Background: an optimization exercise with open tools, aiming at a short achievable clock period and few clock cycles. Do not read the settings as production practice.
In this exercise RTL edits were held to simulation tests only and were not proved equivalent to the original.
Power is estimated from default activity; no workload was simulated.

[flow/config.mk]
export PLATFORM = sky130hd
export DESIGN_NAME = MIPS_Multi
export DESIGN_NICKNAME = MIPS_Multi
export VERILOG_FILES = /design/flow/design.v
export SDC_FILE = /design/flow/constraint.sdc
export NUM_CORES = 4
export LEC_CHECK = 0
export ABC_CLOCK_PERIOD_IN_PS = 1500
export CAP_MARGIN = 20
export CORE_MARGIN = 2
export CORE_UTILIZATION = 35
export PLACE_DENSITY = 0.55
export SETUP_SLACK_MARGIN = 4.4
export SLEW_MARGIN = 20
export SYNTH_HIERARCHICAL = 1
export SYNTH_MINIMUM_KEEP_SIZE = 0
[flow/constraint.sdc]
create_clock -name core_clock -period 7.5 [get_ports {clk}]
set_input_delay 1.5000 -clock core_clock [delete_from_list [all_inputs] [get_ports {clk}]]
set_output_delay 1.5000 -clock core_clock [all_outputs]
set_load 0.01 [all_outputs]
[flow/design.v]
`timescale 1ns/1ns
module MIPS_Multi(clk, rst, Memory_out, MemWrite, MemRead, Adr, B_out);
	input clk, rst;
	input [31:0] Memory_out;
	output MemWrite, MemRead;
	output [31:0] Adr, B_out;
	reg [31:0] R [0:15];
	reg fZ, fN, fV;
	reg [31:0] adr_q;      
	reg [31:0] adr_n;      
	reg [31:0] bo_q;
	reg        rd_q, wr_q;
	assign Adr = adr_q;
	assign MemRead = rd_q;
	assign MemWrite = wr_q;
	assign B_out = bo_q;
	wire [31:0] adr = ~adr_n;
	reg        mp;         
	reg        mload;      
	reg        mstore;     
	reg [3:0]  mrd;        
	reg        stl;        
	reg        big;        
	reg        bigl;       
	reg [31:0] blm;        
	reg        halted;     
	reg        ev;         
	reg [31:0] ir;
	reg [31:0] pce;        
	reg [31:0] fpce;       
	reg [31:0] btgt;       
	reg        pt;         
	reg        c_small;    
	reg [31:0] opX;        
	reg [31:0] opY;        
	reg [31:0] opA;        
	reg [31:0] opM;        
	reg [31:0] opB;        
	reg [31:0] opD;        
	reg [31:0] res_q;      
	reg        wb_en;      
	reg [3:0]  wb_a;
	reg        c_dti, c_dpi, c_bi, c_inv, c_arith, c_add, c_logic_res, c_sub, c_zx, c_mov;
	function [31:0] ext12(input [11:0] x);
		ext12 = {19'd0, x[11], x};
	endfunction
	function condf(input [1:0] c, input z, input n, input v);
		condf = (c == 2'b00) ? z :
		        (c == 2'b01) ? (~z & (n == v)) :
		        (c == 2'b10) ? (n != v) : 1'b1;
	endfunction
	function zsum(input [31:0] a, input [31:0] b, input ci);
		zsum = ((a[0] ^ b[0]) == ci) & ((a[31:1] ^ b[31:1]) == (a[30:0] | b[30:0]));
	endfunction
	wire idle  = mp | stl | big;
	wire cond  = condf(ir[31:30], fZ, fN, fV);
	wire ex    = ev & ~idle & cond;
	wire e_dp  = ex & c_dpi;
	wire e_mem = ex & c_dti;
	wire e_bl  = ex & c_bi & ir[26];
	wire e_bls = e_bl & c_small;
	wire e_big = ex & c_bi & ~(ir[26] ? c_small : pt);
	wire e_inv = ex & c_inv;
	wire e_miss = ev & ~idle & c_bi & ~ir[26] & pt & ~cond;
	wire [31:0] sum1, sum2;
	add32cs u_sum1(.a(opX), .b(opY), .ci(c_sub), .s(sum1));
	add32 u_sum2(.a(opA), .b(opM), .ci(1'b0), .s(sum2));
	wire z1 = zsum(opX, opY, c_sub);
	wire z2 = zsum(opA, opM, 1'b0);
	wire y31 = c_add ? opB[31] : (opB[31] ^ (opB[30:0] != 31'd0));
	wire v1 = (opX[31] & y31 & ~sum1[31]) | (~opX[31] & ~y31 & sum1[31]);
	wire [31:0] lres = c_mov ? opB : (opA & opB);
	wire [31:0] eres = c_logic_res ? lres : sum1;
	wire [31:0] e_tgt, bl_tgt, big_tgt;
	add32 u_etgt(.a(pce), .b({{6{ir[25]}}, ir[25:0]}), .ci(1'b1), .s(e_tgt));
	add32cs u_bltgt(.a(btgt), .b(opM), .ci(1'b0), .s(bl_tgt));
	add32 u_bigtgt(.a(btgt), .b(blm), .ci(1'b0), .s(big_tgt));
	wire        we = mp ? mload : (e_dp | e_bl);
	wire [3:0]  wa = mp ? mrd : (e_bl ? 4'd15 : ir[15:12]);
	wire [31:0] wd = mp ? Memory_out : (e_bl ? pce : eres);
	wire [31:0] wf = Memory_out;
	wire keep = ~idle & ~halted & ~e_miss & ~e_bl & ~e_big & ~e_inv;
	wire f_small = (wf[25:7] == 19'd0) | (wf[25:7] == 19'h7ffff);
	wire f_bnl = (wf[29:27] == 3'b101) & ~wf[26] & f_small;
	wire f_pt = f_bnl & ((wf[31:30] == 2'b11) | e_dp | condf(wf[31:30], fZ, fN, fV));
	wire [31:0] f_seq = adr + 32'd1;
	wire [31:0] f_tgt;
	tgt8 u_tgt(.adr(adr), .off(wf[7:0]), .tgt(f_tgt));
	wire [511:0] rfv = {R[15], R[14], R[13], R[12], R[11], R[10], R[9], R[8],
	                    R[7], R[6], R[5], R[4], R[3], R[2], R[1], R[0]};
	wire [31:0] w_rd = (mp | stl) ? ir : wf;
	wire [191:0] p_n;
	wire [9:0] dec_f;
	opsi u_ops(.w(w_rd), .rf(rfv), .b_en(wb_en), .b_a(wb_a), .b_d(res_q),
	           .l_en(mp & mload), .l_a(mrd), .l_d(Memory_out), .ops(p_n), .dc(dec_f));
	wire [3:0] e_rd = ir[15:12];
	wire f_dti = (wf[29:21] == 9'b010000000);
	wire f_dpi = (wf[29:24] == 6'd0);
	wire f_logic = (wf[22:20] == 3'd3) | (wf[22:20] == 3'd4) | (wf[22:20] == 3'd5) | (wf[22:20] == 3'd7);
	wire f_dep = e_dp & (((e_rd == wf[19:16]) & (f_dti | f_dpi)) |
	                     ((e_rd == wf[3:0]) & ((f_dpi & (~wf[23] | f_logic)) | ((wf[29:27] == 3'b101) & wf[26]))) |
	                     ((e_rd == wf[15:12]) & f_dti & wf[20]));
	wire m_hit = mstore & (adr == pce);
	wire a_oth = e_mem | e_miss | e_bls;
	wire [31:0] a_o = e_mem ? sum1 : (e_miss ? fpce : bl_tgt);
	wire [31:0] a_early = rst ? 32'd0 :
	                      mp ? (m_hit ? pce : (pt ? btgt : fpce)) :
	                      stl ? adr :
	                      big ? btgt :
	                      e_miss ? fpce : f_seq;
	wire plain = ~rst & ~mp & ~stl & ~big;
	wire use_sum1 = plain & e_mem;
	wire use_bl = plain & e_bls;
	wire use_tgt = plain & ~a_oth & f_pt;
	wire use_early = ~use_sum1 & ~use_bl;
	wire [31:0] a_rest = (sum1 & {32{use_sum1}}) | (bl_tgt & {32{use_bl}}) | (a_early & {32{use_early}});
	wire [31:0] a_nxt = use_tgt ? f_tgt : a_rest;
	wire use_sum = ~mp & ~e_bl & ~c_logic_res;
	wire [31:0] r_oth = mp ? Memory_out : (e_bl ? pce : lres);
	wire [31:0] r_nxt = (sum1 & {32{use_sum}}) | (r_oth & {32{~use_sum}});
	always @(posedge clk) begin
		adr_q <= a_nxt;
		adr_n <= ~a_nxt;
		res_q <= r_nxt;
		bo_q <= opD;
		blm <= opM;
		{opX, opY, opA, opM, opB, opD} <= p_n;
		if (!mp && !stl && !big) begin
			ir <= wf;
			pce <= adr;
			fpce <= f_seq;
			btgt <= f_tgt;
		end
		if (e_big) btgt <= e_tgt;
		if (big && bigl) btgt <= big_tgt;
	end
	integer k;
	always @(posedge clk) begin
		if (rst) begin
			for (k = 0; k < 16; k = k + 1) R[k] <= 32'd0;
			fZ <= 1'b0; fN <= 1'b0; fV <= 1'b0;
			rd_q <= 1'b1; wr_q <= 1'b0;
			mp <= 1'b0; mload <= 1'b0; mstore <= 1'b0; mrd <= 4'd0;
			stl <= 1'b0; big <= 1'b0; bigl <= 1'b0; halted <= 1'b0;
			ev <= 1'b0; pt <= 1'b0; c_small <= 1'b0;
			wb_en <= 1'b0; wb_a <= 4'd0;
			{c_dti, c_dpi, c_bi, c_inv, c_arith, c_add, c_logic_res, c_sub, c_zx, c_mov} <= 10'd0;
		end else begin
			if (wb_en) R[wb_a] <= res_q;
			wb_en <= we;
			wb_a <= wa;
			if (e_dp) begin
				if (c_arith) begin
					fZ <= z1; fN <= sum1[31]; fV <= v1;
				end else begin
					fZ <= z2; fN <= sum2[31];
				end
			end
			if (e_inv) halted <= 1'b1;
			mp <= e_mem;
			mload <= e_mem & ~ir[20];
			mstore <= e_mem & ir[20];
			mrd <= ir[15:12];
			wr_q <= e_mem & ir[20];
			rd_q <= ~(e_mem & ir[20]) & ~e_inv & ~halted;
			stl <= keep & f_dep;
			big <= e_big | (big & bigl);
			bigl <= e_big & ir[26];
			if (!mp && !stl && !big) begin
				{c_dti, c_dpi, c_bi, c_inv, c_arith, c_add, c_logic_res, c_sub, c_zx, c_mov} <= dec_f;
				pt <= f_pt;
				c_small <= f_small;
			end
			if (mp) begin
				if (m_hit) ev <= 1'b0;    
			end else if (big)
				ev <= 1'b0;
			else if (!stl)
				ev <= keep;
		end
	end
endmodule
module add32(a, b, ci, s);
	input [31:0] a, b;
	input ci;
	output [31:0] s;
	function [31:0] ksadd(input [31:0] a, input [31:0] b, input ci);
		reg [31:0] g, p, gg, pp, gn, pn, c;
		integer i, s;
		begin
			g = a & b;
			p = a ^ b;
			gg = g; pp = p;
			for (i = 1; i < 32; i = i + 1) begin
				gg[i] = g[i] | ((p[i] & a[i - 1]) & b[i - 1]);
				pp[i] = p[i] & p[i - 1];
			end
			for (s = 2; s < 32; s = s * 2) begin
				gn = gg; pn = pp;
				for (i = s; i < 32; i = i + 1) begin
					gn[i] = gg[i] | (pp[i] & gg[i - s]);
					pn[i] = pp[i] & pp[i - s];
				end
				gg = gn; pp = pn;
			end
			c = {gg[30:0] | (pp[30:0] & {31{ci}}), ci};
			ksadd = p ^ c;
		end
	endfunction
	assign s = ksadd(a, b, ci);
endmodule
module add32cs(a, b, ci, s);
	input [31:0] a, b;
	input ci;
	output [31:0] s;
	wire [16:0] lo, h0, h1;
	add16 u_lo(.a(a[15:0]), .b(b[15:0]), .ci(ci), .s(lo));
	add16 u_h0(.a(a[31:16]), .b(b[31:16]), .ci(1'b0), .s(h0));
	add16 u_h1(.a(a[31:16]), .b(b[31:16]), .ci(1'b1), .s(h1));
	assign s = {lo[16] ? h1[15:0] : h0[15:0], lo[15:0]};
endmodule
module add16(a, b, ci, s);
	input [15:0] a, b;
	input ci;
	output [16:0] s;
	reg [15:0] g, p, gg, pp, gn, pn, c;
	reg co;
	integer i, k;
	always @(*) begin
		g = a & b;
		p = a ^ b;
		gg = g; pp = p;
		for (i = 1; i < 16; i = i + 1) begin
			gg[i] = g[i] | ((p[i] & a[i - 1]) & b[i - 1]);
			pp[i] = p[i] & p[i - 1];
		end
		for (k = 2; k < 16; k = k * 2) begin
			gn = gg; pn = pp;
			for (i = k; i < 16; i = i + 1) begin
				gn[i] = gg[i] | (pp[i] & gg[i - k]);
				pn[i] = pp[i] & pp[i - k];
			end
			gg = gn; pp = pn;
		end
		c = {gg[14:0] | (pp[14:0] & {15{ci}}), ci};
		co = gg[15] | (pp[15] & ci);
	end
	assign s = {co, p ^ c};
endmodule
module tgt8(adr, off, tgt);
	input [31:0] adr;
	input [7:0] off;
	output [31:0] tgt;
	function [8:0] add8(input [7:0] a, input [7:0] b);
		reg [7:0] g, p, gn, pn;
		integer i, s;
		begin
			g = a & b;
			p = a ^ b;
			for (s = 1; s < 8; s = s * 2) begin
				gn = g; pn = p;
				for (i = s; i < 8; i = i + 1) begin
					gn[i] = g[i] | (p[i] & g[i - s]);
					pn[i] = p[i] & p[i - s];
				end
				g = gn; p = pn;
			end
			add8 = {g[7] | p[7], (a ^ b) ^ {g[6:0] | p[6:0], 1'b1}};
		end
	endfunction
	wire [8:0] lo = add8(adr[7:0], off);
	wire [23:0] hi0 = adr[31:8];
	wire [23:0] hip = adr[31:8] + 24'd1;
	wire [23:0] him = adr[31:8] - 24'd1;
	wire [23:0] hi_c1 = off[7] ? hi0 : hip;
	wire [23:0] hi_c0 = off[7] ? him : hi0;
	assign tgt = {lo[8] ? hi_c1 : hi_c0, lo[7:0]};
endmodule
module opsi(w, rf, b_en, b_a, b_d, l_en, l_a, l_d, ops, dc);
	input [31:0] w;
	input [511:0] rf;
	input b_en, l_en;
	input [3:0] b_a, l_a;
	input [31:0] b_d, l_d;
	output [191:0] ops;
	output [9:0] dc;
	function [31:0] ext12(input [11:0] x);
		ext12 = {19'd0, x[11], x};
	endfunction
	function [9:0] dec(input [31:0] w);
		reg [2:0] op;
		reg dpi, dti, bi, neg, sub, ar;
		begin
			op = w[22:20];
			dti = (w[29:21] == 9'b010000000);
			dpi = (w[29:24] == 6'd0);
			bi = (w[29:27] == 3'b101);
			neg = (op == 3'd4);
			sub = (op == 3'd1) | (op == 3'd2) | (op == 3'd6) | neg;
			ar = (op == 3'd0) | (op == 3'd1) | (op == 3'd2) | (op == 3'd6);
			dec = {dti, dpi, bi, ~dti & ~dpi & ~bi, ar, op == 3'd0,
			       dpi & ~ar & ~neg, dpi & sub, dpi & neg, op == 3'd7};
		end
	endfunction
	function [191:0] prep(input [31:0] w, input [31:0] a, input [31:0] m, input [31:0] d);
		reg [9:0] dc;
		reg [31:0] b;
		begin
			dc = dec(w);
			b = ((w[29:24] == 6'd0) && !w[23]) ? m : ext12(w[11:0]);
			prep = {dc[1] ? 32'd0 : a, dc[2] ? ~b : b, a, m, b, d};
		end
	endfunction
	function [31:0] rd(input [3:0] idx);
		rd = (l_en && l_a == idx) ? l_d : (b_en && b_a == idx) ? b_d : rf[idx * 32 +: 32];
	endfunction
	assign ops = prep(w, rd(w[19:16]), rd(w[3:0]), rd(w[15:12]));
	assign dc = dec(w);
endmodule
[flow/run.sh]
#!/bin/bash
# synth_recipe.tcl (not shown) runs the flow's synth.tcl, then flattens the netlist and writes it again
# the make line also repeats each setting of config.mk as NAME=value (left out here)
make -C /OpenROAD-flow-scripts/flow DESIGN_CONFIG=/design/flow/config.mk WORK_HOME=/design/flow/orfs CLKGATE_MAP_FILE= SYNTH_SCRIPT=/design/flow/synth_recipe.tcl finish
==> results of run 1 <==
## repair_timing
item | in CTS | in global routing
setup endpoints to repair | 798 | 357
cloned | 74 | 14
resized for setup | 638 | 219
buffers inserted | 267 | 100
pin swaps | 86 | 57
## cells in the final DEF, fill, tap and decap left out, types with 98 or more instances in the layout
master       n
clkbuf_16  130
xor2_1      99
mux2i_1    116
a31oi_1    153
inv_1      282
dfxtp_1    352
ha_1       218
buf_4      355
nor2_1     180
and2_1     523
nand3_1     98
nand2_1    444
xnor2_1    238
a21oi_1    171
mux4_2     422
edfxtp_1   640
o21ai_0    185
## area by class of cell
| class | count | area share |
|---|---|---|
| multi-input combinational | 4298 | 0.4897 |
| sequential | 1024 | 0.3255 |
| timing repair buffer | 627 | 0.08352 |
| clock buffer | 164 | 0.04107 |
| tap | 2495 | 0.03769 |
| inverter | 289 | 0.01387 |
| clock inverter | 52 | 0.008444 |
| antenna | 5 | 0.0001511 |
## layer usage
layer | up-vias | GRT usage
met3 | 983 | 0.05866
met4 | 2 | 0.1942
met5 | - | 0
met1 | 27790 | 0.3591
met2 | 3660 | 0.4488
li1 | 23370 | -
## through the flow
step	hold slack (ps)	power, uW	instance area, sq um	instances
detailed placement	314.3	10560	70600	8278
floorplan	309.6	9223	67610	5976
finish	324.1	17400	82830	8954
CTS	317.5	17120	80720	8835
global route	320.0	17900	82830	8952
global placement	322.1	10510	70570	8276
## path summary, 6_finish.rpt
| check | cells after the start | slack, ps | endpoint |
|---|---|---|---|
| hold / removal | 0 | 320 | bo_q[23]$_DFF_P_ |
| setup reg to reg | 10 | 4140 | opX[14]$_DFF_P_ |
| setup / recovery | 10 | 4110 | opX[14]$_DFF_P_ |
| hold reg to reg | 0 | 320 | bo_q[23]$_DFF_P_ |
## where the power goes
| part | leakage (uW) | internal, uW | switching, uW |
|---|---|---|---|
| combinational | 0.0203 | 1850 | 2320 |
| clock | 0.00200 | 3580 | 2600 |
| sequential | 0.00995 | 6330 | 718 |
| total | 0.0322 | 11800 | 5630 |
## worst max-delay path, cell delays in order
cell,delay (ps)
buf_16,120
mux2_8,380
buf_12,180
buf_12,120
buf_16,130
mux4_2,410
mux4_2,580
nor3b_4,200
a221o_1,300
nor2b_4,140
==> flow_metrics.env, run 1 <==
export IMPL_path_clk_slew_ps=60
export IMPL_antenna_found_initial=16
export IMPL_wl_met1_microns=106100
export IMPL_start_kind="input pin"
export IMPL_slew_headroom=0.2366
export IMPL_largest_reg_flops=512
export IMPL_power_density_nw_per_um2=210.0
export IMPL_layout_setup_ws_ps=4108
export IMPL_ctsLongestPathBuffers=3
export IMPL_top_register="R"
export IMPL_start_util=0.3530
export IMPL_final_hold_violation_count=0
export IMPL_peakVddDrop_mv=0.2054
export IMPL_status="finished clean"
export IMPL_rows=159
export IMPL_rsz0062_at_grt="true"
export IMPL_dr_wl_met3_microns=28870
export IMPL_cp_arrival_ps=4090
export IMPL_syn_instance_count=5960
export IMPL_min_from="opD[23]$_DFF_P_"
export IMPL_synth_avg_cell_area_sq_um=11.14
export IMPL_grt_max_degree=72
export IMPL_worst_pin_slew_ps=1137
export IMPL_drcViolationCount=0
export IMPL_final_util=0.4406
export IMPL_drv_cap=0
export IMPL_final_fill_count=17160
export IMPL_cts_sinks=1024
export IMPL_via_per_inst=6.232
export IMPL_clock_latency_ps=820
export IMPL_fin_setup_tns_ps=0
export IMPL_grt_usage=0.2875
export IMPL_worstPathMaxFanout=7
export IMPL_p_leak_uw=0.03221
export IMPL_cts_tree="yes"
export IMPL_clock_skew_ps=66.10
export IMPL_fin_crit_sh=0.4523
export IMPL_dr_pass1_iters=7
export IMPL_multi_input_area_sq_um=40570
export IMPL_drv_slew=0
export IMPL_worstSetupPathType="input pin to flop"
export IMPL_dp_hpwl_microns=172700
export IMPL_highest_layer="met5"
export IMPL_cts_root_buf="clkbuf_16"
export IMPL_overflow=0
export IMPL_grt_pass1_wl_microns=400100
export IMPL_dieArea_sq_um=193100
export IMPL_die_x_microns=439.5
export IMPL_coreArea_sq_um=188000
export IMPL_area_growth_synth_to_final_pct=24.81
export IMPL_portBuffers=99
export IMPL_yosys_warnings=11
export IMPL_cts_hold_buf=0
export IMPL_reg2reg_from="ir[16]$_DFFE_PN_"
export IMPL_pin_count=100
export IMPL_netlist_area_sq_um=66370
export IMPL_wl_met2_microns=128000
export IMPL_vias=55800
export IMPL_pre_cts_slack_ps=1781
export IMPL_setup_violations=0
export IMPL_period_minus_slack_ps=3392
export IMPL_h_tree_depth=3
export IMPL_nets=6660
export IMPL_ant_nets=0
export IMPL_die_h_microns=439.5
export IMPL_holdCritPathClass="flop to flop"
export IMPL_drive_above_1_share=0.2839
export IMPL_wl_per_cell_microns=32.05
export IMPL_fmax_mhz=294.8
export IMPL_routabilityCongestion=0.9267
export IMPL_drtIter0Drc=7443
export IMPL_cp_startpoint="Memory_out[16]"
export IMPL_grt_pass1_vias=53890
export IMPL_register_area_sq_um=26970
export IMPL_required_ps=8200
export IMPL_cts_buffers=115
export IMPL_crit_path_end_kind="flop"
export IMPL_totalWireLength_microns=287000
Testbench counts, summed over its fixed seeds: cycles 99,136.
==> inputs of run 2 (changes only) <==
--- a/flow/design.v
+++ b/flow/design.v
@@ -65,3 +65,3 @@
 	wire [31:0] sum1, sum2;
-	add32cs u_sum1(.a(opX), .b(opY), .ci(c_sub), .s(sum1));
+	add32c4 u_sum1(.a(opX), .b(opY), .ci(c_sub), .s(sum1));
 	add32 u_sum2(.a(opA), .b(opM), .ci(1'b0), .s(sum2));
@@ -75,3 +75,3 @@
 	add32 u_etgt(.a(pce), .b({{6{ir[25]}}, ir[25:0]}), .ci(1'b1), .s(e_tgt));
-	add32cs u_bltgt(.a(btgt), .b(opM), .ci(1'b0), .s(bl_tgt));
+	add32c4 u_bltgt(.a(btgt), .b(opM), .ci(1'b0), .s(bl_tgt));
 	add32 u_bigtgt(.a(btgt), .b(blm), .ci(1'b0), .s(big_tgt));
@@ -221,2 +221,48 @@
 endmodule
+module add32c4(a, b, ci, s);
+	input [31:0] a, b;
+	input ci;
+	output [31:0] s;
+	wire [8:0] b0, b10, b11, b20, b21, b30, b31;
+	add8c u_b0(.a(a[7:0]), .b(b[7:0]), .ci(ci), .s(b0));
+	add8c u_b10(.a(a[15:8]), .b(b[15:8]), .ci(1'b0), .s(b10));
+	add8c u_b11(.a(a[15:8]), .b(b[15:8]), .ci(1'b1), .s(b11));
+	add8c u_b20(.a(a[23:16]), .b(b[23:16]), .ci(1'b0), .s(b20));
+	add8c u_b21(.a(a[23:16]), .b(b[23:16]), .ci(1'b1), .s(b21));
+	add8c u_b30(.a(a[31:24]), .b(b[31:24]), .ci(1'b0), .s(b30));
+	add8c u_b31(.a(a[31:24]), .b(b[31:24]), .ci(1'b1), .s(b31));
+	wire c8 = b0[8];
+	wire c16 = b10[8] | (b11[8] & c8);
+	wire c24 = b20[8] | (b21[8] & b10[8]) | (b21[8] & b11[8] & c8);
+	assign s = {c24 ? b31[7:0] : b30[7:0], c16 ? b21[7:0] : b20[7:0],
+	            c8 ? b11[7:0] : b10[7:0], b0[7:0]};
+endmodule
+module add8c(a, b, ci, s);
+	input [7:0] a, b;
+	input ci;
+	output [8:0] s;
+	reg [7:0] g, p, gg, pp, gn, pn, c;
+	reg co;
+	integer i, k;
+	always @(*) begin
+		g = a & b;
+		p = a ^ b;
+		gg = g; pp = p;
+		for (i = 1; i < 8; i = i + 1) begin
+			gg[i] = g[i] | ((p[i] & a[i - 1]) & b[i - 1]);
+			pp[i] = p[i] & p[i - 1];
+		end
+		for (k = 2; k < 8; k = k * 2) begin
+			gn = gg; pn = pp;
+			for (i = k; i < 8; i = i + 1) begin
+				gn[i] = gg[i] | (pp[i] & gg[i - k]);
+				pn[i] = pp[i] & pp[i - k];
+			end
+			gg = gn; pp = pn;
+		end
+		c = {gg[6:0] | (pp[6:0] & {7{ci}}), ci};
+		co = gg[7] | (pp[7] & ci);
+	end
+	assign s = {co, p ^ c};
+endmodule
 module add16(a, b, ci, s);
==> run 2 against run 1 <==
Compared with the run above:
- still clean
- first-iteration DRC count shrank 6.1%
- sequential power grew 0.7%
- fmax grew 1.8%
- cell count grew 2.1%
- clock power shrank 2%
- sequential share of layout area is essentially flat
- combinational power grew 2%
- clock skew grew 2.2 ps
- die area grew 1.7%
- area after synthesis grew 1.7%
- worst setup slack gained 59 ps
- routed wire length shrank 0.26%
- critical endpoint is now adr_q[11]$_DFF_P_
- highest routed layer unchanged
==> flow_metrics.env, run 2 <==
export IMPL_pin_count=100
export IMPL_syn_instance_count=6173
export IMPL_worst_pin_slew_ps=1029
export IMPL_synth_avg_cell_area_sq_um=10.93
export IMPL_reg2reg_from="pce[30]$_DFFE_PN_"
export IMPL_ctsLongestPathBuffers=3
export IMPL_cts_sinks=1024
export IMPL_r2r_cells=8
export IMPL_routabilityCongestion=0.9231
export IMPL_ant_nets=0
export IMPL_totalWireLength_microns=286200
export IMPL_status="finished clean"
export IMPL_grt_max_degree=72
export IMPL_die_h_microns=443.1
export IMPL_nets=6837
export IMPL_drv_cap=0
export IMPL_rsz0062_at_grt="true"
export IMPL_worstSetupPathType="flop to flop"
export IMPL_layout_common_cells="640 x edfxtp_1, 533 x and2_1, 515 x nand2_1, 422 x mux4_2, 359 x dfxtp_1"
export IMPL_slew_headroom=0.3131
export IMPL_holdCritPathClass="flop to flop"
export IMPL_period_minus_slack_ps=3333
export IMPL_path_clk_slew_ps=70
export IMPL_final_common_cell="edfxtp_1"
export IMPL_portBuffers=99
export IMPL_power_density_nw_per_um2=209.7
export IMPL_crit_path_end_kind="flop"
export IMPL_cts_tree="yes"
export IMPL_required_ps=8160
export IMPL_grt_usage=0.2786
export IMPL_r2r_end="adr_q[11]$_DFF_P_"
export IMPL_rrSetupSlack_ps=4170
export IMPL_grt_pass1_wl_microns=397600
export IMPL_hold_end="bo_q[29]$_DFF_P_"
export IMPL_cp_arrival_ps=3990
export IMPL_area_growth_synth_to_final_pct=22.62
export IMPL_via_per_inst=6.153
export IMPL_placed_cell_area_sq_um=71420
export IMPL_coreArea_sq_um=192200
export IMPL_dr_pass1_iters=6
export IMPL_peakVddDrop_mv=0.1949
export IMPL_dp_hpwl_microns=171800
export IMPL_fin_crit_sh=0.4444
export IMPL_worstPathCellList="xor2_2 > nand4_1 > or4_4 > nor4_4 > buf_8 > a2111oi_0 > a311oi_1 > a221o_1"
export IMPL_netlist_area_sq_um=67500
export IMPL_fmax_mhz=300.0
export IMPL_drcViolationCount=0
export IMPL_cts_root_buf="clkbuf_16"
export IMPL_die_x_microns=443.1
export IMPL_antenna_found_initial=21
export IMPL_setup_violations=0
export IMPL_min_from="opD[29]$_DFF_P_"
export IMPL_clock_skew_ps=68.31
export IMPL_fin_setup_tns_ps=0
export IMPL_h_tree_depth=3
export IMPL_cpMaxStageDelayCell="or4_4"
export IMPL_grt_pass1_vias=54550
export IMPL_overflow=0
export IMPL_clock_latency_ps=790
export IMPL_worstPathMaxFanout=30
export IMPL_multi_input_area_sq_um=41030
export IMPL_final_hold_violation_count=0
export IMPL_start_kind="flop"
export IMPL_drive_above_1_share=0.2532
export IMPL_yosys_warnings=11
export IMPL_cts_buffers=116
export IMPL_drtIter0Drc=6991
export IMPL_register_area_sq_um=26950
export IMPL_dieArea_sq_um=196400
export IMPL_fin_area_sq_um=82760
export IMPL_final_fill_count=17700
export IMPL_drv_slew=0
export IMPL_cp_slowest_stage_delay_ps=550
export IMPL_start_util=0.3512
export IMPL_rows=161
export IMPL_largest_reg_flops=512
export IMPL_top_register="R"
export IMPL_p_leak_uw=0.03253
export IMPL_vias=56280
export IMPL_whs_path_depth=0
export IMPL_wl_per_cell_microns=31.29
run 2: cell types whose count changed in the layout (fill, tap and decap cells not counted), sizes merged, moves of 23 or more:
cell	before	now
xnor2	265	240
a211oi	60	37
a21oi	180	211
nand2	463	528
buf	532	479
conb	22	46
run 2: through the flow:
step	instances	utilization	power, uW	hold WS, ps	setup slack [ps]
3_5_place_dp	8500	0.3716	10740	316.4	1672
4_1_cts	9017	0.4192	17080	329.6	4281
5_1_grt	9142	0.4306	17880	336.8	4183
2_1_floorplan	6213	-	9386	309.6	3810
3_3_place_gp	8500	0.3716	10690	313.5	1734
6_report	9146	0.4306	17350	327.2	4167
run 2: per-layer routing:
layer / share of wire / GRT usage / up-vias
met5: 0.00011 / 0.001221 / -
met4: 0.075 / 0.1699 / 6
met3: 0.10 / 0.05073 / 929
met2: 0.45 / 0.4409 / 3494
met1: 0.37 / 0.3537 / 27920
li1: - / - / 23930
run 2: area by class of cell:
| cell class | instances | area share |
|---|---|---|
| sequential | 1024 | 0.3256 |
| inverter | 300 | 0.01433 |
| antenna | 8 | 0.0002419 |
| clock inverter | 60 | 0.007272 |
| clock buffer | 162 | 0.04120 |
| multi-input combinational | 4492 | 0.4958 |
| timing repair inverter | 2 | 0.0002117 |
| timing repair buffer | 572 | 0.07712 |
| tap | 2526 | 0.03819 |
run 2: power by group:
group / switching, uW / internal (uW) / leakage [uW]
clock: 2620 / 3410 / 0.00198
sequential: 756 / 6330 / 0.00994
combinational: 2370 / 1870 / 0.0206
run 2: worst max-delay path by stage:
stage,startpoint,depth (start not counted),to
floorplan,Memory_out[16],9,opX[4]$_DFF_P_
global placement,Memory_out[16],8,opX[1]$_DFF_P_
detailed placement,Memory_out[16],8,opX[1]$_DFF_P_
CTS,Memory_out[27],11,opY[26]$_DFF_P_
global route,Memory_out[16],9,opA[28]$_DFF_P_
finish,pce[30]$_DFFE_PN_,8,adr_q[11]$_DFF_P_
run 2: worst max-delay path: cells and delay by family (launching register included):
family,cells,cell delay [ps]
compound gates,3,930
xor+xnor,1,410
buf+inv,1,280
flops,1,460
simple gates,3,1100
run 2: repair_timing:
item                                    in CTS  in global routing
cloned                                      60                 17
setup buffers                              235                104
pin swaps                                   79                 73
resized for setup                          584                228
hold buffers                                 0                  0
endpoints found under the setup margin     760                608
Testbench counts of run 2, summed over its fixed seeds: cycles 99,136.
==> inputs of run 3 (changes only) <==
--- a/flow/config.mk
+++ b/flow/config.mk
@@ -12,3 +12,3 @@
 export PLACE_DENSITY = 0.55
-export SETUP_SLACK_MARGIN = 4.4
+export SETUP_SLACK_MARGIN = 5.0
 export SLEW_MARGIN = 20
==> run 3 against run 2 <==
Compared with the run above:
- first-iteration DRC count rose by 15%
- core utilization rose by 4.0 points
- count of clock-buffer cells in the layout rose by 1
- sequential power rose by 0.7%
- fmax fell by 1.9%
- worst setup slack got worse by 65 ps
- flip-flop and latch count did not move
- synthesized cell count did not move
- design area rose by 9.4%
- clock power rose by 3.3%
- worst hold slack got worse by 2.7 ps
- clock skew rose by 4.4 ps
==> flow_metrics.env, run 3 <==
export IMPL_cts_root_buf="clkbuf_16"
export IMPL_clock_skew_ps=72.75
export IMPL_path_clk_slew_ps=60
export IMPL_grt_max_degree=65
export IMPL_syn_instance_count=6173
export IMPL_dp_hpwl_microns=171300
export IMPL_cts_sinks=1024
export IMPL_final_common_cell="edfxtp_1"
export IMPL_coreArea_sq_um=192200
export IMPL_worstSetupPathType="input pin to flop"
export IMPL_cp_arrival_ps=4050
export IMPL_dieArea_sq_um=196400
export IMPL_holdCritPathClass="flop to flop"
export IMPL_nets=7132
export IMPL_antenna_found_initial=25
export IMPL_portBuffers=99
export IMPL_worstPathMaxFanout=8
export IMPL_fin_setup_tns_ps=0
export IMPL_routabilityCongestion=0.9378
export IMPL_h_tree_depth=3
export IMPL_top_register="R"
export IMPL_start_util=0.3512
export IMPL_final_fill_count=16790
export IMPL_cts_tree="yes"
export IMPL_pre_cts_slack_ps=1970
export IMPL_netlist_area_sq_um=67500
export IMPL_drtIter0Drc=8046
export IMPL_crit_path_end_kind="flop"
export IMPL_overflow=0
export IMPL_grt_pass1_vias=57920
export IMPL_layout_setup_ws_ps=4102
export IMPL_cts_buffers=117
export IMPL_required_ps=8150
export IMPL_start_kind="input pin"
export IMPL_period_minus_slack_ps=3398
export IMPL_grt_pass1_wl_microns=437200
export IMPL_fin_crit_sh=0.4531
export IMPL_area_growth_synth_to_final_pct=34.14
export IMPL_fmax_mhz=294.3
export IMPL_drv_cap=0
export IMPL_drive_above_1_share=0.3418
export IMPL_rsz0062_at_grt="true"
export IMPL_via_per_inst=6.354
export IMPL_dr_pass1_iters=8
export IMPL_ant_nets=0
export IMPL_peakVddDrop_mv=0.2135
export IMPL_worst_pin_slew_ps=1168
export IMPL_layout_common_cells="640 x edfxtp_1, 532 x and2_1, 460 x nand2_1, 422 x mux4_2, 325 x buf_4"
export IMPL_ctsLongestPathBuffers=3
export IMPL_slew_headroom=0.2205
export IMPL_clock_latency_ps=810
export IMPL_final_hold_violation_count=0
export IMPL_vias=60020
export IMPL_die_x_microns=443.1
export IMPL_drv_slew=0
export IMPL_status="finished clean"
export IMPL_grt_usage=0.3103
export IMPL_die_h_microns=443.1
export IMPL_p_leak_uw=0.03554
export IMPL_yosys_warnings=11
export IMPL_drcViolationCount=0
export IMPL_power_density_nw_per_um2=200.1
export IMPL_synth_avg_cell_area_sq_um=10.93
export IMPL_wl_per_cell_microns=33.92
export IMPL_totalWireLength_microns=320400
export IMPL_rows=161
export IMPL_setup_violations=0
export IMPL_pin_count=100
export IMPL_largest_reg_flops=512
[run 3: stage by stage]
stage | utilization | hold WS, ps | total power, uW | area [sq um] | cells
6_report | 0.4711 | 324.6 | 18120 | 90540 | 9446
5_1_grt | 0.4710 | 329.3 | 18570 | 90520 | 9439
4_1_cts | 0.4560 | 319.6 | 17690 | 87630 | 9321
3_5_place_dp | 0.3730 | 312.1 | 10790 | 71680 | 8493
3_3_place_gp | 0.3729 | 314.5 | 10730 | 71660 | 8492
2_1_floorplan | - | 309.6 | 9424 | 69550 | 6213
[run 3: path summary, 6_finish.rpt]
| path | cells past startpoint | to | slack (ps) | from |
|---|---|---|---|---|
| worst max-delay path | 9 | opX[0]$_DFF_P_ | 4100 | Memory_out[16] |
| worst min-delay path | 0 | bo_q[2]$_DFF_P_ | 320 | opD[2]$_DFF_P_ |
| worst max register to register | 8 | opX[0]$_DFF_P_ | 4210 | ir[16]$_DFFE_PN_ |
| worst min register to register | 0 | bo_q[2]$_DFF_P_ | 320 | opD[2]$_DFF_P_ |
[run 3: repair_timing]
action,4_1_cts,5_1_grt
setup buffers,452,89
gates resized for setup,1292,383
pin swaps,269,175
hold buffers,0,0
endpoints found under the setup margin,1403,1094
gates cloned,153,23
[run 3: power breakdown]
group / total (uW) / internal (uW) / switching (uW)
registers: 7140 / 6330 / 805
clock network: 6230 / 3540 / 2690
logic: 4740 / 2150 / 2600
[run 3: cell type report]
class                      count  area (sq um)  share of cell area
inverter                     300          1180             0.01303
clock inverter                60         626.9            0.006924
sequential                  1024         27060              0.2989
multi-input combinational   4512         43130              0.4764
clock buffer                 163          3548             0.03919
timing repair buffer         846         11780              0.1301
tap                         2526          3161             0.03491
timing repair inverter         2         17.52           0.0001935
antenna                       13         32.53           0.0003593
[run 3: worst max-delay path, stage by stage]
cell,delay [ps]
buf_6,80
buf_12,170
mux2_4,380
buf_12,200
mux4_2,520
mux4_2,570
nor3b_4,190
a221o_1,290
nor2b_1,130
[run 3: per-layer routing]
layer	GRT usage	vias to the layer above	share of wire
met4	0.2568	16	0.10
met3	0.08134	1433	0.11
met1	0.3707	29500	0.35
met5	0.003907	-	0.0011
met2	0.4685	4489	0.43
li1	-	24590	-
==> inputs of run 4 (changes only) <==
--- a/flow/design.v
+++ b/flow/design.v
@@ -90,7 +90,12 @@
 	                    R[7], R[6], R[5], R[4], R[3], R[2], R[1], R[0]};
-	wire [31:0] w_rd = (mp | stl) ? ir : wf;
 	wire [191:0] p_n;
 	wire [9:0] dec_f;
-	opsi u_ops(.w(w_rd), .rf(rfv), .b_en(wb_en), .b_a(wb_a), .b_d(res_q),
-	           .l_en(mp & mload), .l_a(mrd), .l_d(Memory_out), .ops(p_n), .dc(dec_f));
+	opsi u_ops(.w(wf), .rf(rfv), .b_en(wb_en), .b_a(wb_a), .b_d(res_q), .ops(p_n), .dc(dec_f));
+	wire        h_en = mp ? mload : wb_en;
+	wire [3:0]  h_a = mp ? mrd : wb_a;
+	wire [31:0] h_d = mp ? Memory_out : res_q;
+	wire h_hita = h_en & (h_a == ir[19:16]);
+	wire h_hitm = h_en & (h_a == ir[3:0]);
+	wire h_hitb = h_hitm & c_dpi & ~ir[23];
+	wire h_hitd = h_en & (h_a == ir[15:12]);
 	wire [3:0] e_rd = ir[15:12];
@@ -126,3 +131,11 @@
 		blm <= opM;
-		{opX, opY, opA, opM, opB, opD} <= p_n;
+		if (mp | stl) begin
+			if (h_hita) opA <= h_d;
+			if (h_hita & ~c_zx) opX <= h_d;
+			if (h_hitm) opM <= h_d;
+			if (h_hitb) opB <= h_d;
+			if (h_hitb) opY <= c_sub ? ~h_d : h_d;
+			if (h_hitd) opD <= h_d;
+		end else
+			{opX, opY, opA, opM, opB, opD} <= p_n;
 		if (!mp && !stl && !big) begin
@@ -324,8 +337,8 @@
 endmodule
-module opsi(w, rf, b_en, b_a, b_d, l_en, l_a, l_d, ops, dc);
+module opsi(w, rf, b_en, b_a, b_d, ops, dc);
 	input [31:0] w;
 	input [511:0] rf;
-	input b_en, l_en;
-	input [3:0] b_a, l_a;
-	input [31:0] b_d, l_d;
+	input b_en;
+	input [3:0] b_a;
+	input [31:0] b_d;
 	output [191:0] ops;
@@ -360,3 +373,3 @@
 	function [31:0] rd(input [3:0] idx);
-		rd = (l_en && l_a == idx) ? l_d : (b_en && b_a == idx) ? b_d : rf[idx * 32 +: 32];
+		rd = (b_en && b_a == idx) ? b_d : rf[idx * 32 +: 32];
 	endfunction
==> run 4 against run 3 <==
Compared with the run above:
- still clean
- cell count increased by 4.3%
- clock power decreased by 5.3%
- worst hold slack improved by 11 ps
- core utilization is 1.2 points lower
- area after synthesis rose by 6.7%
- combinational power increased by 4.4%
- sequential power up 0.6%
- sequential share of layout area rose by 0.89 points
- synthesized cell count increased by 4.3%
- global-route usage down 0.65 points
- first-iteration DRC count grew 2.3%
- worst setup slack improved by 76 ps
- critical endpoint is now adr_q[25]$_DFF_P_
- largest cell class unchanged
- largest power group unchanged
- highest routed layer unchanged
==> flow_metrics.env, run 4 <==
export IMPL_start_kind="input pin"
export IMPL_via_per_inst=6.378
export IMPL_p_sw_frac=0.3354
export IMPL_cts_sinks=1022
export IMPL_placed_cell_area_sq_um=75750
export IMPL_yosys_warnings=11
export IMPL_dp_cells=8891
export IMPL_holdCritPathClass="flop to flop"
export IMPL_largest_reg_flops=512
export IMPL_drv_slew=0
export IMPL_period_minus_slack_ps=3322
export IMPL_p_sw_uw=6045
export IMPL_reg2reg_from="opY[13]$_DFFE_PP_"
export IMPL_worst_pin_slew_ps=1119
export IMPL_netlist_area_sq_um=71990
export IMPL_drcViolationCount=0
export IMPL_cp_top_family="compound AO/OA/AOI/OAI gates"
export IMPL_rows=166
export IMPL_totalWireLength_microns=337800
export IMPL_layout_common_cells="829 x edfxtp_1, 537 x and2_1, 457 x nand2_1, 430 x mux4_2, 368 x buf_4"
export IMPL_fin_cells=9854
export IMPL_cts_tree="yes"
export IMPL_rsz0062_at_grt="true"
export IMPL_layout_setup_ws_ps=4178
export IMPL_fmax_mhz=301.0
export IMPL_fin_setup_tns_ps=0
export IMPL_antenna_found_initial=24
export IMPL_slew_headroom=0.2529
export IMPL_overflow=0
export IMPL_coreArea_sq_um=204600
export IMPL_cp_slowest_stage_delay_ps=470
export IMPL_pre_cts_slack_ps=2032
export IMPL_vias=62850
export IMPL_status="finished clean"
export IMPL_crit_path_end_kind="flop"
export IMPL_drtIter0Drc=8231
export IMPL_cts_buffers=115
export IMPL_final_hold_violation_count=0
export IMPL_dieArea_sq_um=209300
export IMPL_synth_avg_cell_area_sq_um=11.18
export IMPL_peakVddDrop_mv=0.2263
export IMPL_dr_pass1_iters=6
export IMPL_power_internal_uw=11980
export IMPL_area_growth_synth_to_final_pct=30.36
export IMPL_ctsLongestPathBuffers=3
export IMPL_final_common_cell="edfxtp_1"
export IMPL_grt_max_degree=82
export IMPL_hold_end="bo_q[22]$_DFF_P_"
export IMPL_cpMaxStageDelayCell="a211o_4"
export IMPL_wl_per_cell_microns=34.28
export IMPL_die_h_microns=457.5
export IMPL_power_frac_comb=0.274
export IMPL_min_from="opD[22]$_DFFE_PP_"
export IMPL_cp_depth=12
export IMPL_ant_nets=0
export IMPL_fin_area_sq_um=93850
export IMPL_r2r_end="adr_q[25]$_DFF_P_"
export IMPL_power_frac_seq=0.398
export IMPL_worstPathMaxFanout=7
export IMPL_worstSetupPathType="input pin to flop"
export IMPL_rrSetupSlack_ps=4210
export IMPL_required_ps=8150
export IMPL_dp_hpwl_microns=188500
export IMPL_power_density_nw_per_um2=192.1
export IMPL_whs_path_depth=0
export IMPL_routabilityCongestion=0.9450
export IMPL_portBuffers=99
export IMPL_cts_hold_buf=0
export IMPL_syn_instance_count=6439
export IMPL_pin_count=100
export IMPL_cp_arrival_ps=3970
export IMPL_grt_usage=0.3038
export IMPL_setup_violations=0
export IMPL_path_clk_slew_ps=60
export IMPL_die_x_microns=457.5
export IMPL_start_util=0.3519
export IMPL_clock_latency_ps=810
export IMPL_fin_hold_ws_ps=335.5
export IMPL_worstPathCellList="buf_16 > buf_16 > buf_12 > ha_1 > o21ai_4 > a22oi_2 > a211o_4 > buf_12 > mux2i_1 > xor2_1 > a222oi_1 > o31ai_1"
export IMPL_top_register="R"
export IMPL_p_leak_uw=0.03756
export IMPL_clock_skew_ps=39.89
export IMPL_nets=7363
export IMPL_drv_cap=0
export IMPL_fin_crit_sh=0.4430
export IMPL_clock_power_share=0.327
export IMPL_r2r_cells=10
export IMPL_grt_pass1_wl_microns=454100
export IMPL_h_tree_depth=3
export IMPL_cts_root_buf="clkbuf_16"
export IMPL_drive_above_1_share=0.3279
export IMPL_grt_pass1_vias=59320
export IMPL_critPathBufInv=4
run 4: stage by stage:
step,util,total power (uW)
floorplan,-,9601
global placement,0.3703,10920
detailed placement,0.3703,10980
CTS,0.4381,17510
global route,0.4584,18480
finish,0.4587,18030
run 4: power groups by stage:
stage	clock, uW	combinational [uW]	sequential [uW]
after CTS	5880	4490	7140
after global routing	6110	5170	7210
after detailed placement	0	3690	7280
final	5900	4950	7180
after floorplan	0	2740	6860
after global placement	0	3650	7270
run 4: cell type report:
class | instances | area (sq um)
Fill cell | 18090 | 110700
Sequential cell | 1022 | 28880
Timing Repair Buffer | 913 | 12820
Timing Repair inverter | 1 | 8.758
Inverter | 254 | 983.4
Clock buffer | 156 | 3204
Tap cell | 2688 | 3363
Clock inverter | 64 | 633.1
Multi-Input combinational cell | 4727 | 43870
Antenna cell | 29 | 72.57
run 4: repair_timing:
action | 4_1_cts | 5_1_grt
pin swaps | 269 | 192
endpoints found under the setup margin | 1724 | 903
cloned | 125 | 33
setup buffers | 381 | 175
resized for setup | 1350 | 403
run 4: how the worst max path moves through the flow:
stage,to,startpoint
2_1_floorplan,opX[0]$_DFFE_PP_,mp$_SDFF_PP0_
3_3_place_gp,btgt[13]$_DFFE_PP_,Memory_out[2]
3_5_place_dp,opY[30]$_DFFE_PP_,Memory_out[2]
4_1_cts,adr_q[8]$_DFF_P_,Memory_out[10]
5_1_grt,adr_q[25]$_DFF_P_,Memory_out[0]
6_report,adr_q[25]$_DFF_P_,Memory_out[0]
run 4: metal layers:
metal | vias up | wire length, microns | global-route usage
met5 | - | 178 | 0.001837
met4 | 10 | 31580 | 0.2285
met3 | 1361 | 37110 | 0.06614
met2 | 4664 | 150700 | 0.4699
met1 | 31150 | 118200 | 0.3715
li1 | 25670 | - | -
Testbench counts of run 4, summed over its fixed seeds: cycles 99,136.
==> inputs of run 5 (changes only) <==
--- a/flow/config.mk
+++ b/flow/config.mk
@@ -12,3 +12,3 @@
 export PLACE_DENSITY = 0.55
-export SETUP_SLACK_MARGIN = 5.0
+export SETUP_SLACK_MARGIN = 4.4
 export SLEW_MARGIN = 20
==> run 5 against run 4 <==
Compared with the run above:
- worst hold slack improved by 2.8 ps
- routed wire length decreased by 9.3%
- area after synthesis unchanged
- fmax increased by 3.5%
- synthesized cell count unchanged
- critical endpoint is now adr_q[27]$_DFF_P_
==> flow_metrics.env, run 5 <==
export IMPL_crit_path_end="adr_q[27]$_DFF_P_"
export IMPL_start_kind="flop"
export IMPL_power_frac_comb=0.253
export IMPL_grt_pass1_vias=56470
export IMPL_area_growth_synth_to_final_pct=21.39
export IMPL_drive_above_1_share=0.2634
export IMPL_rsz0062_at_grt="true"
export IMPL_worstPathMaxFanout=8
export IMPL_power_internal_uw=11850
export IMPL_cp_startpoint="opX[9]$_DFFE_PP_"
export IMPL_worstPathCellList="ha_2 > a22o_1 > a21oi_2 > a21oi_2 > o221a_2 > a21o_4 > a21oi_4 > buf_12 > mux2_4 > a221o_1 > o22a_1"
export IMPL_top_register="R"
export IMPL_nets=7099
export IMPL_multi_input_area_sq_um=42330
export IMPL_ant_nets=0
export IMPL_period_minus_slack_ps=3209
export IMPL_grt_max_degree=83
export IMPL_totalWireLength_microns=306400
export IMPL_path_clk_slew_ps=60
export IMPL_critPathBufInv=1
export IMPL_die_h_microns=457.5
export IMPL_worst_pin_slew_ps=1247
export IMPL_wl_per_cell_microns=32.03
export IMPL_drv_cap=0
export IMPL_p_sw_uw=5887
export IMPL_layout_common_cells="829 x edfxtp_1, 538 x and2_1, 525 x nand2_1, 442 x mux4_2, 338 x buf_4"
export IMPL_antenna_found_initial=13
export IMPL_grt_pass1_wl_microns=420100
export IMPL_cpMaxStageDelayCell="edfxtp_1"
export IMPL_vias=59490
export IMPL_via_per_inst=6.219
export IMPL_drv_slew=0
export IMPL_clock_skew_ps=63.53
export IMPL_cts_sinks=1022
export IMPL_final_fill_count=18880
export IMPL_netlist_area_sq_um=71990
export IMPL_pin_count=100
export IMPL_required_ps=8130
export IMPL_synth_avg_cell_area_sq_um=11.18
export IMPL_dr_pass1_iters=6
export IMPL_p_sw_frac=0.3320
export IMPL_yosys_warnings=11
export IMPL_fin_crit_sh=0.4279
export IMPL_dieArea_sq_um=209300
export IMPL_cts_root_buf="clkbuf_16"
export IMPL_overflow=0
export IMPL_holdCritPathClass="flop to flop"
export IMPL_cts_tree="yes"
export IMPL_worstSetupPathType="flop to flop"
export IMPL_routabilityCongestion=0.9817
export IMPL_final_hold_violation_count=0
export IMPL_grt_usage=0.2773
export IMPL_syn_instance_count=6439
export IMPL_drtIter0Drc=7323
export IMPL_fin_cells=9567
export IMPL_rows=166
export IMPL_die_x_microns=457.5
export IMPL_start_util=0.3519
export IMPL_fin_hold_ws_ps=338.2
export IMPL_dp_hpwl_microns=187500
export IMPL_fmax_mhz=311.6
export IMPL_path_common_cell="a21oi_2"
export IMPL_final_common_cell="edfxtp_1"
export IMPL_portBuffers=99
export IMPL_setup_violations=0
export IMPL_clock_power_share=0.340
export IMPL_r2r_end="adr_q[27]$_DFF_P_"
export IMPL_h_tree_depth=3
export IMPL_ctsLongestPathBuffers=3
export IMPL_fin_setup_tns_ps=0
export IMPL_drcViolationCount=0
export IMPL_cp_top_family="compound AO/OA/AOI/OAI gates"
export IMPL_min_from="opD[30]$_DFFE_PP_"
export IMPL_r2r_cells=11
export IMPL_cp_depth=11
export IMPL_power_frac_seq=0.407
export IMPL_clock_latency_ps=800
export IMPL_slew_headroom=0.1611
export IMPL_status="finished clean"
export IMPL_p_leak_uw=0.03489
export IMPL_cp_slowest_stage_delay_ps=540
export IMPL_crit_path_end_kind="flop"
export IMPL_coreArea_sq_um=204600
export IMPL_largest_reg_flops=512
export IMPL_cp_arrival_ps=3840
export IMPL_rrSetupSlack_ps=4290
export IMPL_cts_buffers=116
export IMPL_peakVddDrop_mv=0.2027
export IMPL_reg2reg_from="opX[9]$_DFFE_PP_"
export IMPL_power_density_nw_per_um2=202.9
export IMPL_register_area_sq_um=28790
export IMPL_dp_cells=8882
[run 5: worst register-to-register path: stages (launching register included)]
cell,delay [ps]
edfxtp_1,540
ha_2,270
a22o_1,210
a21oi_2,180
a21oi_2,80
o221a_2,270
a21o_4,270
a21oi_4,160
buf_12,160
mux2_4,360
a221o_1,330
o22a_1,210
[run 5: repair_timing]
| item | 4_1_cts | 5_1_grt |
|---|---|---|
| resized for setup | 517 | 295 |
| pin swaps | 100 | 132 |
| setup buffers | 237 | 145 |
| hold endpoints to repair | 0 | 0 |
| hold buffers | 0 | 0 |
| setup endpoints to repair | 1042 | 352 |
| cloned | 46 | 30 |
[run 5: stage by stage]
step / utilization / total power, uW / setup slack, ps / area (sq um)
finish: 0.4272 / 17730 / 4291 / 87390
global placement: 0.3691 / 10950 / 2150 / 75510
global route: 0.4271 / 18240 / 4243 / 87390
CTS: 0.4117 / 17370 / 4335 / 84230
floorplan: - / 9619 / 2390 / 72950
detailed placement: 0.3691 / 10990 / 2033 / 75510
[run 5: layout make-up]
cell class | instances | area share
clock buffer | 158 | 0.03837
multi-input combinational | 4716 | 0.4843
tap | 2688 | 0.03848
inverter | 254 | 0.01145
timing repair buffer | 658 | 0.09018
timing repair inverter | 2 | 0.0001718
sequential | 1022 | 0.3295
clock inverter | 59 | 0.007259
antenna | 10 | 0.0002863
[run 5: metal layers]
metal	vias up	global-route usage	part of all wire
li1	25060	-	-
met1	29940	0.3523	0.38
met2	3587	0.4366	0.45
met3	909	0.05343	0.096
met4	0	0.1697	0.076
met5	-	0	0
[run 5: power by group through the flow]
| stage | logic (uW) | clock network (uW) | registers (uW) |
|---|---|---|---|
| floorplan | 2760 | 0 | 6860 |
| global placement | 3610 | 0 | 7340 |
| detailed placement | 3650 | 0 | 7340 |
| CTS | 4120 | 6060 | 7190 |
| global route | 4720 | 6260 | 7250 |
| finish | 4490 | 6020 | 7220 |
[run 5: worst min path at each step]
| stage | endpoint | slack, ps | cells past startpoint |
|---|---|---|---|
| global placement | bo_q[18]$_DFF_P_ | 330 | 0 |
| finish | bo_q[30]$_DFF_P_ | 340 | 0 |
| floorplan | bo_q[0]$_DFF_P_ | 320 | 0 |
| global route | bo_q[1]$_DFF_P_ | 350 | 0 |
| CTS | bo_q[30]$_DFF_P_ | 340 | 0 |
| detailed placement | bo_q[5]$_DFF_P_ | 330 | 0 |
==> inputs of run 6 (changes only) <==
--- a/flow/config.mk
+++ b/flow/config.mk
@@ -10,4 +10,4 @@
 export CORE_MARGIN = 2
-export CORE_UTILIZATION = 35
-export PLACE_DENSITY = 0.55
+export CORE_UTILIZATION = 42
+export PLACE_DENSITY = 0.62
 export SETUP_SLACK_MARGIN = 4.4
==> run 6 against run 5 <==
Compared with the run above:
- worst hold slack barely moved
- core utilization rose by 7.8 points
- worst setup slack got worse by 6.2 ps
- die area fell by 17%
- largest cell class unchanged
- critical path type unchanged
- clock power rose by 1%
- count of clock-buffer cells in the layout rose by 1
- sequential share of layout area rose by 0.61 points
- sequential power fell by 0.6%
- non-clock buffer count fell by 41
- largest power group unchanged
- design area fell by 1.9%
- combinational power fell by 2%
- critical path depth did not move
==> flow_metrics.env, run 6 <==
export IMPL_p_leak_uw=0.03454
export IMPL_holdCritPathClass="flop to flop"
export IMPL_p_sw_uw=5769
export IMPL_cp_slowest_stage_delay_ps=540
export IMPL_fin_cells=9045
export IMPL_final_fill_count=14770
export IMPL_grt_pass1_wl_microns=409000
export IMPL_setup_violations=0
export IMPL_drcViolationCount=0
export IMPL_nets=7051
export IMPL_fin_setup_tns_ps=0
export IMPL_cts_sinks=1022
export IMPL_path_clk_slew_ps=70
export IMPL_cp_arrival_ps=3860
export IMPL_start_kind="flop"
export IMPL_yosys_warnings=11
export IMPL_start_util=0.4238
export IMPL_layout_setup_ws_ps=4285
export IMPL_power_density_nw_per_um2=206.1
export IMPL_h_tree_depth=3
export IMPL_required_ps=8140
export IMPL_final_hold_violation_count=0
export IMPL_drv_slew=0
export IMPL_slew_headroom=0.2289
export IMPL_clock_power_share=0.345
export IMPL_drive_above_1_share=0.2516
export IMPL_worstPathMaxFanout=8
export IMPL_portBuffers=99
export IMPL_synth_avg_cell_area_sq_um=11.18
export IMPL_clock_skew_ps=39.94
export IMPL_p_sw_frac=0.3265
export IMPL_cpMaxStageDelayCell="edfxtp_1"
export IMPL_clock_latency_ps=790
export IMPL_period_minus_slack_ps=3215
export IMPL_rows=151
export IMPL_dp_cells=8416
export IMPL_cts_tree="yes"
export IMPL_wl_per_cell_microns=32.63
export IMPL_netlist_area_sq_um=71990
export IMPL_routabilityCongestion=0.9705
export IMPL_cts_buffers=114
export IMPL_layout_common_cells="829 x edfxtp_1, 536 x and2_1, 536 x nand2_1, 442 x mux4_2, 349 x buf_4"
export IMPL_grt_max_degree=87
export IMPL_die_h_microns=418.0
export IMPL_dp_hpwl_microns=180300
export IMPL_dr_pass1_iters=8
export IMPL_ant_nets=0
export IMPL_pre_cts_slack_ps=2113
export IMPL_cts_hold_buf=0
export IMPL_drv_cap=0
export IMPL_fin_crit_sh=0.4287
export IMPL_dieArea_sq_um=174700
export IMPL_peakVddDrop_mv=0.1911
export IMPL_power_internal_uw=11900
export IMPL_cp_top_family="compound AO/OA/AOI/OAI gates"
export IMPL_final_common_cell="edfxtp_1"
export IMPL_critPathBufInv=1
export IMPL_rsz0062_at_grt="true"
export IMPL_die_x_microns=418.0
export IMPL_status="finished clean"
export IMPL_power_frac_comb=0.248
export IMPL_worstPathCellList="ha_4 > a22o_4 > a21oi_4 > a21oi_2 > o221a_2 > a21o_4 > a21oi_4 > buf_12 > mux2_4 > a222oi_1 > o31ai_1"
export IMPL_via_per_inst=6.556
export IMPL_pin_count=100
export IMPL_crit_path_end_kind="flop"
export IMPL_area_growth_synth_to_final_pct=19.13
export IMPL_syn_instance_count=6439
export IMPL_grt_usage=0.3243
export IMPL_worstSetupPathType="flop to flop"
export IMPL_largest_reg_flops=512
export IMPL_overflow=0
export IMPL_vias=59300
export IMPL_totalWireLength_microns=295100
export IMPL_ctsLongestPathBuffers=3
export IMPL_coreArea_sq_um=169800
export IMPL_cts_root_buf="clkbuf_16"
export IMPL_fmax_mhz=311.0
export IMPL_drtIter0Drc=8315
export IMPL_top_register="R"
export IMPL_power_frac_seq=0.406
export IMPL_path_common_cell="a21oi_4"
export IMPL_antenna_found_initial=14
export IMPL_worst_pin_slew_ps=1157
export IMPL_grt_pass1_vias=56180
## run 6: final cells by class
type,count,area [sq um],share of cell area
multi-input cells,4713,42120,0.4911
clock inverters,55,604.3,0.007047
well taps,2218,2775,0.03236
diodes,7,17.52,0.0002043
inverters,254,979.7,0.01142
flip-flops and latches,1022,28780,0.3356
repair buffers,617,7077,0.08252
clock buffers,159,3408,0.03974
## run 6: final timing paths
path,slack [ps],startpoint,endpoint,cells after the start
max reg2reg,4280,opX[10]$_DFFE_PP_,adr_q[25]$_DFF_P_,11
max,4280,opX[10]$_DFFE_PP_,adr_q[25]$_DFF_P_,11
min,340,opD[23]$_DFFE_PP_,bo_q[23]$_DFF_P_,0
min reg2reg,340,opD[23]$_DFFE_PP_,bo_q[23]$_DFF_P_,0
## run 6: metrics by stage
step	hold WS (ps)	total power (uW)	area, sq um	utilization
after floorplan	323.3	9619	72950	-
after global placement	329.9	10880	74940	0.4412
after detailed placement	326.9	10950	74940	0.4412
after CTS	341.1	17280	82890	0.4880
after global routing	340.0	18160	85760	0.5049
final	338.6	17670	85760	0.5049
## run 6: power by group through the flow
| stage | clock (uW) | combinational, uW | sequential [uW] |
|---|---|---|---|
| after floorplan | 0 | 2760 | 6860 |
| after global placement | 0 | 3610 | 7270 |
| after detailed placement | 0 | 3660 | 7290 |
| after CTS | 6120 | 4020 | 7140 |
| after global routing | 6330 | 4620 | 7210 |
| final | 6100 | 4390 | 7180 |
## run 6: metal layers
metal,track usage,vias to the layer above,share of wire
met2,0.5031,4075,0.44
met3,0.07401,977,0.12
met1,0.4064,29330,0.35
met5,0,-,0.000044
li1,-,24920,-
met4,0.2125,2,0.084
## run 6: repair_timing
item / CTS / global route
gates resized for setup: 469 / 245
endpoints found under the setup margin: 1003 / 386
pin swaps: 77 / 93
setup buffers: 169 / 170
cloned: 48 / 21
==> inputs of run 7 (changes only) <==
--- a/flow/design.v
+++ b/flow/design.v
@@ -100,2 +100,4 @@
 	wire h_hitd = h_en & (h_a == ir[15:12]);
+	wire [31:0] h_a_new = h_hita ? h_d : opA;
+	wire [31:0] h_b_new = h_hitb ? h_d : opB;
 	wire [3:0] e_rd = ir[15:12];
@@ -133,9 +135,9 @@
 			if (h_hita) opA <= h_d;
-			if (h_hita & ~c_zx) opX <= h_d;
 			if (h_hitm) opM <= h_d;
 			if (h_hitb) opB <= h_d;
-			if (h_hitb) opY <= c_sub ? ~h_d : h_d;
 			if (h_hitd) opD <= h_d;
 		end else
-			{opX, opY, opA, opM, opB, opD} <= p_n;
+			{opA, opM, opB, opD} <= p_n[127:0];
+		opX <= (mp | stl) ? (c_zx ? 32'd0 : h_a_new) : p_n[191:160];
+		opY <= (mp | stl) ? (c_sub ? ~h_b_new : h_b_new) : p_n[159:128];
 		if (!mp && !stl && !big) begin
==> run 7 against run 6 <==
Compared with the run above:
- global-route usage fell by 0.46 points
- synthesized cell count up 1.4%
- fmax is 1.7% lower
- clock skew increased by 1.0 ps
- sequential power is 0.7% lower
- cell count fell by 0.46%
- critical endpoint is now adr_q[0]$_DFF_P_
- largest power group unchanged
- highest routed layer unchanged
==> flow_metrics.env, run 7 <==
export IMPL_status="finished clean"
export IMPL_fin_cells=9003
export IMPL_fin_crit_sh=0.4362
export IMPL_drive_above_1_share=0.2286
export IMPL_pin_count=100
export IMPL_cts_root_buf="clkbuf_16"
export IMPL_final_fill_count=14800
export IMPL_largest_reg_flops=512
export IMPL_netlist_area_sq_um=71100
export IMPL_dr_pass1_iters=8
export IMPL_die_h_microns=415.4
export IMPL_syn_instance_count=6531
export IMPL_coreArea_sq_um=168700
export IMPL_dp_hpwl_microns=178600
export IMPL_overflow=0
export IMPL_portBuffers=99
export IMPL_multi_input_area_sq_um=42450
export IMPL_power_density_nw_per_um2=210.3
export IMPL_setup_violations=0
export IMPL_period_minus_slack_ps=3271
export IMPL_area_growth_synth_to_final_pct=17.03
export IMPL_cp_slowest_stage_delay_ps=400
export IMPL_r2r_cells=9
export IMPL_worstPathMaxFanout=8
export IMPL_drv_cap=0
export IMPL_cts_tree="yes"
export IMPL_yosys_warnings=11
export IMPL_dieArea_sq_um=172600
export IMPL_required_ps=8140
export IMPL_drv_slew=0
export IMPL_layout_common_cells="701 x edfxtp_1, 622 x nand2_1, 535 x and2_1, 442 x mux4_2, 301 x dfxtp_1"
export IMPL_crit_path_end_kind="flop"
export IMPL_totalWireLength_microns=287200
export IMPL_grt_usage=0.3197
export IMPL_ant_nets=0
export IMPL_cts_buffers=114
export IMPL_clock_skew_ps=40.95
export IMPL_peakVddDrop_mv=0.1763
export IMPL_cp_arrival_ps=3910
export IMPL_h_tree_depth=3
export IMPL_final_hold_violation_count=0
export IMPL_whs_path_depth=0
export IMPL_placed_cell_area_sq_um=74190
export IMPL_slew_headroom=0.2473
export IMPL_die_x_microns=415.4
export IMPL_fmax_mhz=305.7
export IMPL_path_clk_slew_ps=60
export IMPL_worstSetupPathType="input pin to flop"
export IMPL_vias=58910
export IMPL_p_leak_uw=0.03245
export IMPL_power_total_uw=17500
export IMPL_drcViolationCount=0
export IMPL_ctsLongestPathBuffers=3
export IMPL_cts_sinks=1022
export IMPL_top_register="R"
export IMPL_worstPathCellList="buf_16 > and4_1 > nand4_1 > nor4_4 > o221ai_4 > buf_6 > o21ai_4 > buf_12 > buf_12 > a211oi_1 > a211o_1"
export IMPL_fin_setup_tns_ps=0
export IMPL_dp_cells=8509
export IMPL_routabilityCongestion=1.022
export IMPL_rsz0062_at_grt="true"
export IMPL_worst_pin_slew_ps=1127
export IMPL_grt_max_degree=116
export IMPL_via_per_inst=6.543
export IMPL_grt_pass1_wl_microns=402300
export IMPL_final_common_cell="edfxtp_1"
export IMPL_rows=151
export IMPL_start_kind="input pin"
export IMPL_synth_avg_cell_area_sq_um=10.89
export IMPL_grt_pass1_vias=56490
export IMPL_nets=7010
export IMPL_fin_area_sq_um=83200
export IMPL_cpMaxStageDelayCell="nor4_4"
export IMPL_clock_latency_ps=770
export IMPL_start_util=0.4214
export IMPL_final_util=0.4932
export IMPL_register_area_sq_um=27520
export IMPL_path_common_cell="buf_12"
export IMPL_holdCritPathClass="flop to flop"
export IMPL_antenna_found_initial=17
export IMPL_wl_per_cell_microns=31.90
export IMPL_drtIter0Drc=8111
[run 7: final cells by class]
class,count,share of cell area
diodes,8,0.0002406
clock buffers,142,0.03689
clock inverters,70,0.01167
inverters,253,0.01192
multi-input cells,4821,0.5102
flip-flops and latches,1022,0.3307
well taps,2218,0.03335
repair buffers,467,0.06481
repair inverters,2,0.0001805
[run 7: stage by stage]
step	setup slack [ps]	hold WS, ps
after detailed placement	1977	326.9
after global placement	1888	327.6
after CTS	4242	340.9
final	4229	340.1
after floorplan	3978	323.3
after global routing	4270	347.2
[run 7: report_power, final]
| part | leakage (uW) | switching, uW | internal (uW) |
|---|---|---|---|
| sequential | 0.0101 | 760 | 6370 |
| combinational | 0.0204 | 2400 | 1820 |
| clock | 0.00195 | 2560 | 3590 |
[run 7: path summary, 6_finish.rpt]
check	from	to	slack, ps
worst min register to register	opD[1]$_DFFE_PP_	bo_q[1]$_DFF_P_	340
worst max register to register	opM[19]$_DFFE_PP_	adr_q[28]$_DFF_P_	4240
worst min-delay path	opD[1]$_DFFE_PP_	bo_q[1]$_DFF_P_	340
worst max-delay path	Memory_out[12]	adr_q[0]$_DFF_P_	4230
[run 7: timing repair]
action | CTS | global route
hold buffers | 0 | 0
pin swaps | 50 | 50
resized for setup | 407 | 185
endpoints found under the setup margin | 817 | 343
cloned | 37 | 17
setup buffers | 136 | 84
[run 7: critical path, delay by kind of cell]
kind            cells  cell delay, ps
buf+inv             4             650
compound gates      4             740
simple gates        3             970
[run 7: per-layer routing]
metal / vias up / GRT usage / wire (microns)
li1: 24950 / - / -
met1: 29000 / 0.4034 / 103700
met2: 3968 / 0.5000 / 129000
met5: - / 0 / 39
met3: 981 / 0.06379 / 31840
met4: 6 / 0.2083 / 22630
Testbench counts of run 7, summed over its fixed seeds: cycles 99,136.

[afterwards: timing with drivers on the ports]
In the flow no input, the clock included, has a driving cell. The finished layouts below were timed again as built, in two steps. Step 1 (the two cells are an assumption about what drives the block):
set clk [get_ports {clk}]
set_driving_cell -lib_cell sky130_fd_sc_hd__clkbuf_16 $clk
set_driving_cell -lib_cell sky130_fd_sc_hd__buf_2 [delete_from_list [all_inputs] $clk]
Step 2 moves the port delays by t, midway between the first and last clock arrival at a register: inputs arrive t later, outputs are due t later. That takes back most of the time a late clock gives input paths. Slacks: ideal ports / drivers / drivers and shift; pairs: ideal ports / drivers.
| run | t (ns) | slack for setup (ns) | pins driven straight from the clock port |
|---|---|---|---|
| run 1 | 0.881 | 4.108 / 4.137 / 3.256 | 1 |
| run 2 | 0.844 | 4.167 / 4.167 / 3.373 | 1 |
| run 3 | 0.872 | 4.102 / 4.157 / 3.285 | 1 |
| run 4 | 0.887 | 4.178 / 3.978 / 3.091 | 1 |
| run 5 | 0.853 | 4.291 / 3.973 / 3.121 | 1 |
| run 6 | 0.863 | 4.285 / 3.970 / 3.107 | 1 |
| run 7 | 0.841 | 4.229 / 4.078 / 3.237 | 1 |
After both steps every run listed still meets setup and hold. For run 6, which loses most, drivers alone change the setup slack by -0.315 ns; drivers and shift together by -1.178 ns.
